This design comes from an exercise in tuning for small area on the open sky130 flow, not from production work.
Function was checked by simulation only, so behaviour that the tests miss may differ from the original.
The flow treats the clock pin as an ideal source. Dropping or thinning the clock tree relies on that and would not hold on a real chip.
Power and IR drop assume default switching activity.

## raven
==> flow/design.v (excerpt) <==
module arbitor (
    input      clk,
    input      rst,
    input      link_initialized,
    input      iotx_tvalid,
    input      event_in_0,
    input      event_in_1,
    input      event_in_2,
    input      event_in_3,
    input      event_in_4,
    input      event_in_5,
    input      event_in_6,
    input      event_in_7,
    input      event_in_8,
    output     event_out_0,
    output     event_out_1,
    output     event_out_2,
    output     event_out_3,
    output     event_out_4,
    output     event_out_5,
    output     event_out_6,
    output     event_out_7,
    output     event_out_8
);
==> flow/config.mk <==
export PLATFORM = sky130hd
export DESIGN_NAME = arbitor
export DESIGN_NICKNAME = arbitor
export VERILOG_FILES = /design/flow/design.v
export SDC_FILE = /design/flow/constraint.sdc
export NUM_CORES = 4
export LEC_CHECK = 0
export CAP_MARGIN = 0
export CORE_MARGIN = 2
export CORE_UTILIZATION = 40
export SLEW_MARGIN = 0
==> flow/constraint.sdc <==
create_clock -name core_clock -period 5.0 [get_ports {clk}]
set_input_delay 1.0000 -clock core_clock [delete_from_list [all_inputs] [get_ports {clk}]]
set_output_delay 1.0000 -clock core_clock [all_outputs]
set_load 0.01 [all_outputs]
standard.sh (not shown) runs the stock make flow with config.mk's settings and CLKGATE_MAP_FILE= SYNTH_SCRIPT=/design/flow/synth_recipe.tcl, a recipe that flattens the netlist after the stock synthesis.
==> flow/flow/run.sh <==
#!/bin/bash
# Standard ORFS layout with these changes:
#  - ports are buffered with the smallest buffer (buf_1);
#  - after floorplan, the logic between registers is re-synthesised for area
#    with OpenROAD's restructure (registers untouched) and cells are sized
#    down; the later timing repair sizes up whatever needs it;
#  - after CTS, the clock tree's dummy loads and its root buffer are removed
#    (the clock port then drives the four leaf clock buffers), and leaf
#    buffers are sized down where the estimated clock slew stays low.
set -euo pipefail
here=$(pwd)
mkdir -p $here/rmp
export RMP_WORK_DIR=$here/rmp
export BUFFER_PORTS_ARGS="-buffer_cell sky130_fd_sc_hd__buf_1"
export POST_FLOORPLAN_TCL=$here/flow/post_floorplan.tcl
export POST_CTS_TCL=$here/flow/post_cts.tcl
export TRIM_CLOCK_PORT=clk
export SHRINK_CELLS="sky130_fd_sc_hd__clkbuf_4"
export SHRINK_MAX_SLEW=0.110
bash standard.sh > $here/standard.log 2>&1
==> flow/flow/post_cts.tcl <==
set block [ord::get_db_block]
set port_net [[$block findBTerm $::env(TRIM_CLOCK_PORT)] getNet]
set todo [list $port_net]
set removed 0
while {[llength $todo] > 0} {
  set net [lindex $todo 0]
  set todo [lrange $todo 1 end]
  foreach it [$net getITerms] {
    if {[$it isOutputSignal]} { continue }
    set inst [$it getInst]
    set m [[$inst getMaster] getName]
    set driven {}
    foreach o [$inst getITerms] {
      if {[$o isOutputSignal] && [$o getNet] ne "NULL"} { lappend driven [$o getNet] }
    }
    if {![[$inst getMaster] isSequential] && [llength $driven] == 0} {
      puts "trim clock tree: remove dummy load [$inst getName] ($m)"
      odb::dbInst_destroy $inst
      incr removed
    } elseif {[string match "*clkbuf*" $m]} {
      lappend todo {*}$driven
    }
  }
}
set loads {}
foreach it [$port_net getITerms] { lappend loads $it }
if {[llength $loads] == 1} {
  set root [[lindex $loads 0] getInst]
  set rm [[$root getMaster] getName]
  set out_net ""
  foreach o [$root getITerms] {
    if {[$o isOutputSignal]} { set out_net [$o getNet] }
  }
  if {[string match "*clkbuf*" $rm] && $out_net ne "" && $out_net ne "NULL"} {
    set leaves [$out_net getITerms]
    set ok 1
    set n 0
    foreach it $leaves {
      if {[$it isOutputSignal]} { continue }
      incr n
      if {![string match "*clkbuf*" [[[$it getInst] getMaster] getName]]} { set ok 0 }
    }
    if {$ok && $n <= 4} {
      foreach it $leaves {
        if {[$it isOutputSignal]} { continue }
        $it disconnect
        $it connect $port_net
      }
      puts "trim clock tree: remove root buffer [$root getName] ($rm), port now drives $n buffers"
      odb::dbInst_destroy $root
      odb::dbNet_destroy $out_net
      incr removed
    }
  }
}
puts "trim clock tree: removed $removed cells"

# then size the leaf clock buffers down where the clock slew allows
source [file join [file dirname [info script]] shrink_leaves.tcl]
==> flow/flow/post_floorplan.tcl <==
set here [file dirname [info script]]
source [file join $here downsize.tcl]
report_design_area
# restructure maps with every cell of the liberty file it is given, so give it
# a copy without the platform's don't-use cells
set rmp_lib $::env(RMP_WORK_DIR)/trimmed.lib
exec python3 [file join $here trim_lib.py] [lindex $::env(LIB_FILES) 0] $rmp_lib {*}$::env(DONT_USE_CELLS)
set_dont_use $::env(DONT_USE_CELLS)
restructure -liberty_file $rmp_lib -target area \
  -tielo_port [join $::env(TIELO_CELL_AND_PORT) /] \
  -tiehi_port [join $::env(TIEHI_CELL_AND_PORT) /] \
  -work_dir $::env(RMP_WORK_DIR) -abc_logfile $::env(RMP_WORK_DIR)/abc.log
report_design_area
restructure -liberty_file $rmp_lib -target area \
  -tielo_port [join $::env(TIELO_CELL_AND_PORT) /] \
  -tiehi_port [join $::env(TIEHI_CELL_AND_PORT) /] \
  -work_dir $::env(RMP_WORK_DIR) -abc_logfile $::env(RMP_WORK_DIR)/abc.log
report_design_area
source [file join $here downsize.tcl]
report_design_area
==> flow/flow/shrink_leaves.tcl <==
estimate_parasitics -placement
set block [ord::get_db_block]
set port_net [[$block findBTerm $::env(TRIM_CLOCK_PORT)] getNet]
set cands $::env(SHRINK_CELLS)
proc leaf_slew {inst} {
  set w 0
  foreach o [$inst getITerms] {
    if {![$o isOutputSignal] || [$o getNet] eq "NULL"} { continue }
    foreach it [[$o getNet] getITerms] {
      if {[$it isOutputSignal]} { continue }
      set p [get_pins [[$it getInst] getName]/[[$it getMTerm] getName]]
      set s [get_property $p slew_max]
      if {$s > $w} { set w $s }
    }
  }
  return $w
}
foreach it [$port_net getITerms] {
  if {[$it isOutputSignal]} { continue }
  set inst [$it getInst]
  set orig [[$inst getMaster] getName]
  if {![string match "*clkbuf*" $orig]} { continue }
  set cell [get_cells [$inst getName]]
  set best $orig
  foreach c $cands {
    replace_cell $cell [get_lib_cells */$c]
    estimate_parasitics -placement
    set s [leaf_slew $inst]
    puts "shrink leaves: [$inst getName] as $c: slew $s"
    if {$s <= $::env(SHRINK_MAX_SLEW)} { set best $c; break }
  }
  replace_cell $cell [get_lib_cells */$best]
  puts "shrink leaves: [$inst getName] $orig -> $best"
}
estimate_parasitics -placement
Other scripts of this flow, unchanged in this note and not shown: flow/flow/downsize.tcl, flow/flow/trim_lib.py
Input changes introduced in garnet (baseline for comparison: raven):
--- a/flow/config.mk
+++ b/flow/config.mk
@@ -8,4 +8,4 @@
 export CAP_MARGIN = 0
 export CORE_MARGIN = 2
-export CORE_UTILIZATION = 40
+export CORE_UTILIZATION = 60
 export SLEW_MARGIN = 0
==> results.txt <==
- garnet finished all stages; the layout is clean.
- Summary of garnet over raven: utilization went up; total routed wirelength went down; area of the die went down; post-layout instance count excluding filler cells went down.
## Diff of input files: umber against garnet
--- a/flow/flow/run.sh
+++ b/flow/flow/run.sh
@@ -6,6 +6,5 @@
 #    down; the later timing repair sizes up whatever needs it;
 #  - after CTS, the clock tree's dummy loads and its root buffer are removed
-#    (the clock port then drives the four leaf clock buffers), and leaf
-#    buffers are sized down where the estimated clock slew stays low.
+#    (the clock port then drives the four leaf clock buffers).
 set -euo pipefail
 here=$(pwd)
@@ -16,5 +15,3 @@
 export POST_CTS_TCL=$here/flow/post_cts.tcl
 export TRIM_CLOCK_PORT=clk
-export SHRINK_CELLS="sky130_fd_sc_hd__clkbuf_4"
-export SHRINK_MAX_SLEW=0.110
 bash standard.sh > $here/standard.log 2>&1
--- a/flow/flow/post_cts.tcl
+++ b/flow/flow/post_cts.tcl
@@ -55,5 +55,2 @@
 }
 puts "trim clock tree: removed $removed cells"
-
-# then size the leaf clock buffers down where the clock slew allows
-source [file join [file dirname [info script]] shrink_leaves.tcl]
--- a/flow/flow/post_floorplan.tcl
+++ b/flow/flow/post_floorplan.tcl
@@ -12,9 +12,4 @@
   -work_dir $::env(RMP_WORK_DIR) -abc_logfile $::env(RMP_WORK_DIR)/abc.log
 report_design_area
-restructure -liberty_file $rmp_lib -target area \
-  -tielo_port [join $::env(TIELO_CELL_AND_PORT) /] \
-  -tiehi_port [join $::env(TIEHI_CELL_AND_PORT) /] \
-  -work_dir $::env(RMP_WORK_DIR) -abc_logfile $::env(RMP_WORK_DIR)/abc.log
-report_design_area
 source [file join $here downsize.tcl]
 report_design_area
--- a/flow/config.mk
+++ b/flow/config.mk
@@ -8,4 +8,5 @@
 export CAP_MARGIN = 0
 export CORE_MARGIN = 2
-export CORE_UTILIZATION = 60
+export CORE_UTILIZATION = 40
+export GPL_TIMING_DRIVEN = 0
 export SLEW_MARGIN = 0
removed: flow/flow/shrink_leaves.tcl
Notes after the runs:
umber went all the way through the flow, and no timing, DRC or antenna check failed.
garnet → umber: internal power summed over all cells fell about 1%; average wire length per cell after detail routing fell about 7%.
umber vs garnet — sum of routed wire segments on met1 climbed by more than 10%
umber vs. garnet: floorplan die area has increased; worst setup slack shows an increase of 50 ps.
Sort garnet and umber by design area desc -> top: umber
Delta (umber minus garnet): core utilization dropped 19 points, final critical-path share of the clock period now sits lower.
[inputs] tundra vs umber
--- a/flow/flow/run.sh
+++ b/flow/flow/run.sh
@@ -6,5 +6,6 @@
 #    down; the later timing repair sizes up whatever needs it;
 #  - after CTS, the clock tree's dummy loads and its root buffer are removed
-#    (the clock port then drives the four leaf clock buffers).
+#    (the clock port then drives the four leaf clock buffers), and leaf
+#    buffers are sized down where the estimated clock slew stays low.
 set -euo pipefail
 here=$(pwd)
@@ -15,3 +16,5 @@
 export POST_CTS_TCL=$here/flow/post_cts.tcl
 export TRIM_CLOCK_PORT=clk
+export SHRINK_CELLS="sky130_fd_sc_hd__clkbuf_4"
+export SHRINK_MAX_SLEW=0.110
 bash standard.sh > $here/standard.log 2>&1
--- a/flow/flow/post_cts.tcl
+++ b/flow/flow/post_cts.tcl
@@ -55,2 +55,5 @@
 }
 puts "trim clock tree: removed $removed cells"
+
+# then size the leaf clock buffers down where the clock slew allows
+source [file join [file dirname [info script]] shrink_leaves.tcl]
--- a/flow/flow/post_floorplan.tcl
+++ b/flow/flow/post_floorplan.tcl
@@ -12,4 +12,9 @@
   -work_dir $::env(RMP_WORK_DIR) -abc_logfile $::env(RMP_WORK_DIR)/abc.log
 report_design_area
+restructure -liberty_file $rmp_lib -target area \
+  -tielo_port [join $::env(TIELO_CELL_AND_PORT) /] \
+  -tiehi_port [join $::env(TIEHI_CELL_AND_PORT) /] \
+  -work_dir $::env(RMP_WORK_DIR) -abc_logfile $::env(RMP_WORK_DIR)/abc.log
+report_design_area
 source [file join $here downsize.tcl]
 report_design_area
==> flow/flow/shrink_leaves.tcl (new file) <==
estimate_parasitics -placement
set block [ord::get_db_block]
set port_net [[$block findBTerm $::env(TRIM_CLOCK_PORT)] getNet]
set cands $::env(SHRINK_CELLS)
proc leaf_slew {inst} {
  set w 0
  foreach o [$inst getITerms] {
    if {![$o isOutputSignal] || [$o getNet] eq "NULL"} { continue }
    foreach it [[$o getNet] getITerms] {
      if {[$it isOutputSignal]} { continue }
      set p [get_pins [[$it getInst] getName]/[[$it getMTerm] getName]]
      set s [get_property $p slew_max]
      if {$s > $w} { set w $s }
    }
  }
  return $w
}
foreach it [$port_net getITerms] {
  if {[$it isOutputSignal]} { continue }
  set inst [$it getInst]
  set orig [[$inst getMaster] getName]
  if {![string match "*clkbuf*" $orig]} { continue }
  set cell [get_cells [$inst getName]]
  set best $orig
  foreach c $cands {
    replace_cell $cell [get_lib_cells */$c]
    estimate_parasitics -placement
    set s [leaf_slew $inst]
    puts "shrink leaves: [$inst getName] as $c: slew $s"
    if {$s <= $::env(SHRINK_MAX_SLEW)} { set best $c; break }
  }
  replace_cell $cell [get_lib_cells */$best]
  puts "shrink leaves: [$inst getName] $orig -> $best"
}
estimate_parasitics -placement
--- a/flow/config.mk
+++ b/flow/config.mk
@@ -6,7 +6,7 @@
 export NUM_CORES = 4
 export LEC_CHECK = 0
+export ABC_AREA = 1
 export CAP_MARGIN = 0
 export CORE_MARGIN = 2
-export CORE_UTILIZATION = 40
-export GPL_TIMING_DRIVEN = 0
+export CORE_UTILIZATION = 60
 export SLEW_MARGIN = 0
==> results.txt <==
tundra vs umber — non-clock buffer count dropped 8.3%. A highest-delay cell along the critical path of sky130_fd_sc_hd__nor2_1 is what umber shows, while sky130_fd_sc_hd__dfrtp_1 belongs to tundra. Re instance count of the mapped netlist: tundra is about 40% up on umber. The higher power dissipated by switching net loads of tundra and umber is in tundra.
Here is what was changed in the inputs of ember compared with tundra.
--- a/flow/flow/run.sh
+++ b/flow/flow/run.sh
@@ -6,6 +6,5 @@
 #    down; the later timing repair sizes up whatever needs it;
 #  - after CTS, the clock tree's dummy loads and its root buffer are removed
-#    (the clock port then drives the four leaf clock buffers), and leaf
-#    buffers are sized down where the estimated clock slew stays low.
+#    (the clock port then drives the four leaf clock buffers).
 set -euo pipefail
 here=$(pwd)
@@ -16,5 +15,3 @@
 export POST_CTS_TCL=$here/flow/post_cts.tcl
 export TRIM_CLOCK_PORT=clk
-export SHRINK_CELLS="sky130_fd_sc_hd__clkbuf_4"
-export SHRINK_MAX_SLEW=0.110
 bash standard.sh > $here/standard.log 2>&1
--- a/flow/flow/post_cts.tcl
+++ b/flow/flow/post_cts.tcl
@@ -55,5 +55,2 @@
 }
 puts "trim clock tree: removed $removed cells"
-
-# then size the leaf clock buffers down where the clock slew allows
-source [file join [file dirname [info script]] shrink_leaves.tcl]
--- a/flow/flow/post_floorplan.tcl
+++ b/flow/flow/post_floorplan.tcl
@@ -12,9 +12,4 @@
   -work_dir $::env(RMP_WORK_DIR) -abc_logfile $::env(RMP_WORK_DIR)/abc.log
 report_design_area
-restructure -liberty_file $rmp_lib -target area \
-  -tielo_port [join $::env(TIELO_CELL_AND_PORT) /] \
-  -tiehi_port [join $::env(TIEHI_CELL_AND_PORT) /] \
-  -work_dir $::env(RMP_WORK_DIR) -abc_logfile $::env(RMP_WORK_DIR)/abc.log
-report_design_area
 source [file join $here downsize.tcl]
 report_design_area
--- a/flow/config.mk
+++ b/flow/config.mk
@@ -6,7 +6,6 @@
 export NUM_CORES = 4
 export LEC_CHECK = 0
-export ABC_AREA = 1
-export CAP_MARGIN = 0
+export CAP_MARGIN = 20
 export CORE_MARGIN = 2
-export CORE_UTILIZATION = 60
-export SLEW_MARGIN = 0
+export CORE_UTILIZATION = 40
+export SLEW_MARGIN = 20
removed: flow/flow/shrink_leaves.tcl
- When the final numbers for ember and tundra were put side by side, the global-route usage turned out to be greater in tundra.
- Sort ember and tundra by adder and majority cell fraction of the synthesized area, descending, and ember comes first.
- On ember: non-clock buffer count is 1 higher than what tundra gave.
- Cmp ember and tundra / global-route wire length before repair / higher: ember
- Re post-synthesis average cell area: ember is 3.2 um^2 up on tundra.
- Summary: with tundra as the reference, cell area in ember moved up by a few percent.
- Going from tundra to ember, the number of rows created at floorplan was found to have gone up by 4.
- ember -> tundra: fmax flat
- The higher worst hold slack came out of ember.

---

arbitor, a different RTL version from the one above (not shown whole).
For scale: roughly 210 cells after synthesis, about 51 flip-flops, about 22 I/O pins, ~0.0024 mm2 of cells after synthesis.
==> flow/config.mk <==
export PLATFORM = sky130hd
export DESIGN_NAME = arbitor
export DESIGN_NICKNAME = arbitor
export VERILOG_FILES = /design/flow/design.v
export SDC_FILE = /design/flow/constraint.sdc
export NUM_CORES = 4
export LEC_CHECK = 0
export CAP_MARGIN = 20
export CORE_MARGIN = 2
export CORE_UTILIZATION = 40
export SLEW_MARGIN = 20
==> flow/constraint.sdc <==
create_clock -name core_clock -period 5.0 [get_ports {clk}]
set_input_delay 1.0000 -clock core_clock [delete_from_list [all_inputs] [get_ports {clk}]]
set_output_delay 1.0000 -clock core_clock [all_outputs]
set_load 0.01 [all_outputs]
run.sh (not shown) runs the stock make flow with config.mk's settings and CLKGATE_MAP_FILE= SYNTH_SCRIPT=/design/flow/synth_recipe.tcl, a recipe that flattens the netlist after the stock synthesis.
Stock flow here: none of the scripts above is used.
The baseline finished with timing, DRC and antenna clean.
Next try:
==> flow/flow/run.sh (new file) <==
#!/bin/bash
# Standard ORFS layout with two changes: ports are buffered with the smallest
# buffer, and cells that synthesis upsized are sized back down after floorplan
# (timing repair later sizes up whatever needs it).
set -euo pipefail
here=$(pwd)
export BUFFER_PORTS_ARGS="-buffer_cell sky130_fd_sc_hd__buf_1"
export POST_FLOORPLAN_TCL=$here/flow/downsize.tcl
bash standard.sh > $here/standard.log 2>&1
==> flow/flow/downsize.tcl (new file) <==
# Size every cell down to the smallest-area cell of the same family
# (same function and pins, e.g. nor4_4 -> nor4_1).
set lib_cells {}
foreach lc [get_lib_cells */*] { lappend lib_cells [get_name $lc] }
set dont_use $::env(DONT_USE_CELLS)
proc lc_area {name} {
  set m [[get_lib_cells */$name] liberty_cell]
  return [$m area]
}
set n 0
foreach inst [get_cells *] {
  set master [get_property [get_lib_cells -of_objects $inst] name]
  if {![regexp {^(sky130_fd_sc_hd__[a-z0-9]+)_([0-9]+)$} $master -> base drive]} { continue }
  set best $master
  set best_area [lc_area $master]
  foreach cand [get_lib_cells */${base}_*] {
    set cn [get_name $cand]
    if {![regexp "^${base}_\[0-9\]+\$" $cn]} { continue }
    if {[lsearch -exact $dont_use $cn] >= 0} { continue }
    set a [lc_area $cn]
    if {$a < $best_area} { set best $cn; set best_area $a }
  }
  if {$best ne $master} {
    puts "downsize [get_name $inst]: $master -> $best"
    replace_cell $inst [get_lib_cells */$best]
    incr n
  }
}
puts "downsized $n cells"
==> flow/standard.sh (new file) <==
#!/bin/bash
# synth_recipe.tcl (not shown) runs the flow's synth.tcl, then flattens the netlist and writes it again
# the make line also repeats each setting of config.mk as NAME=value (left out here)
make -C /OpenROAD-flow-scripts/flow DESIGN_CONFIG=/design/flow/config.mk WORK_HOME=/design/flow/orfs CLKGATE_MAP_FILE= SYNTH_SCRIPT=/design/flow/synth_recipe.tcl "${@:-finish}"
removed: flow/run.sh
The new run died in floorplan (2_1_floorplan). Synthesized cell count is unchanged. Area after synthesis is unchanged.
Next try:
==> flow/flow/run.sh (replaced) <==
#!/bin/bash
# Standard ORFS layout with these changes:
#  - ports are buffered with the smallest buffer (buf_1);
#  - after floorplan, the logic between registers is re-synthesised for area
#    with OpenROAD's restructure (registers untouched) and cells are sized
#    down; the later timing repair sizes up whatever needs it.
set -euo pipefail
here=$(pwd)
mkdir -p $here/rmp
export RMP_WORK_DIR=$here/rmp
export BUFFER_PORTS_ARGS="-buffer_cell sky130_fd_sc_hd__buf_1"
export POST_FLOORPLAN_TCL=$here/flow/post_floorplan.tcl
bash standard.sh > $here/standard.log 2>&1
--- a/flow/flow/downsize.tcl
+++ b/flow/flow/downsize.tcl
@@ -3,2 +2,0 @@
-set lib_cells {}
-foreach lc [get_lib_cells */*] { lappend lib_cells [get_name $lc] }
@@ -6,4 +3,0 @@
-proc lc_area {name} {
-  set m [[get_lib_cells */$name] liberty_cell]
-  return [$m area]
-}
@@ -12 +6 @@
-  set master [get_property [get_lib_cells -of_objects $inst] name]
+  set master [get_property $inst ref_name]
@@ -15 +9 @@
-  set best_area [lc_area $master]
+  set best_area [get_property [get_lib_cells */$master] area]
@@ -20 +14 @@
-    set a [lc_area $cn]
+    set a [get_property $cand area]
==> flow/flow/post_floorplan.tcl (new file) <==
set here [file dirname [info script]]
source [file join $here downsize.tcl]
report_design_area
# restructure maps with every cell of the liberty file it is given, so give it
# a copy without the platform's don't-use cells
set rmp_lib $::env(RMP_WORK_DIR)/trimmed.lib
exec python3 [file join $here trim_lib.py] [lindex $::env(LIB_FILES) 0] $rmp_lib {*}$::env(DONT_USE_CELLS)
set_dont_use $::env(DONT_USE_CELLS)
restructure -liberty_file $rmp_lib -target area \
  -tielo_port [join $::env(TIELO_CELL_AND_PORT) /] \
  -tiehi_port [join $::env(TIEHI_CELL_AND_PORT) /] \
  -work_dir $::env(RMP_WORK_DIR) -abc_logfile $::env(RMP_WORK_DIR)/abc.log
report_design_area
source [file join $here downsize.tcl]
report_design_area
==> flow/flow/trim_lib.py (new file) <==
"""Write a copy of a liberty file without the given cells (brace-matched)."""
import sys
src, dst, *drop = sys.argv[1:]
drop = set(drop)
t = open(src).read()
out = []
i = 0
key = 'cell ("'
while True:
    j = t.find(key, i)
    if j < 0:
        out.append(t[i:])
        break
    name = t[j + len(key):t.find('"', j + len(key))]
    # find the end of this cell group
    k = t.find('{', j)
    depth = 0
    m = k
    while True:
        c = t[m]
        if c == '{':
            depth += 1
        elif c == '}':
            depth -= 1
            if depth == 0:
                break
        m += 1
    out.append(t[i:j])
    if name not in drop:
        out.append(t[j:m + 1])
    i = m + 1
open(dst, 'w').write(''.join(out))
This time the run went through all stages and came out clean.
Synthesized cell count does not change.
Area after synthesis stays the same.

-- port drivers added, routing unchanged --
No port has a modelled driver above. Below, the same layouts with a new extraction and two added sets of constraints.
Step 1 (the two cells are an assumption about what drives the block):
set clk [get_ports {clk}]
set_driving_cell -lib_cell sky130_fd_sc_hd__clkbuf_16 $clk
set_driving_cell -lib_cell sky130_fd_sc_hd__buf_2 [delete_from_list [all_inputs] $clk]
Step 2, shift: input delay + t, output delay - t, t = (earliest + latest rising clock arrival at the registers) / 2. This alone moves slack from input paths to output paths.
a / b / c = ideal ports / drivers / drivers and shift; a / b = the first two.
run	t, ns	setup slack, ns	worst setup path at the end	clock arrival spread, ns
raven	0.197	1.009 / 0.962 / 1.158	register to output	0.024 / 0.025
garnet	0.199	0.999 / 0.952 / 1.151	register to output	0.020 / 0.020
umber	0.192	1.049 / 1.000 / 1.141	input to register	0.014 / 0.013
tundra	0.204	1.196 / 1.148 / 1.232	input to register	0.026 / 0.026
ember	0.189	1.194 / 1.157 / 1.037	input to register	0.020 / 0.021
the first run of note 2	0.325	0.603 / 0.575 / 0.900	register to output	0.011 / 0.010
the third run of note 2	0.325	0.927 / 0.902 / 1.226	register to output	0.011 / 0.011
After both steps every run listed still meets setup and hold. The setup slack of ember, which loses most, moves by -0.037 ns with the drivers and by -0.157 ns with both steps.
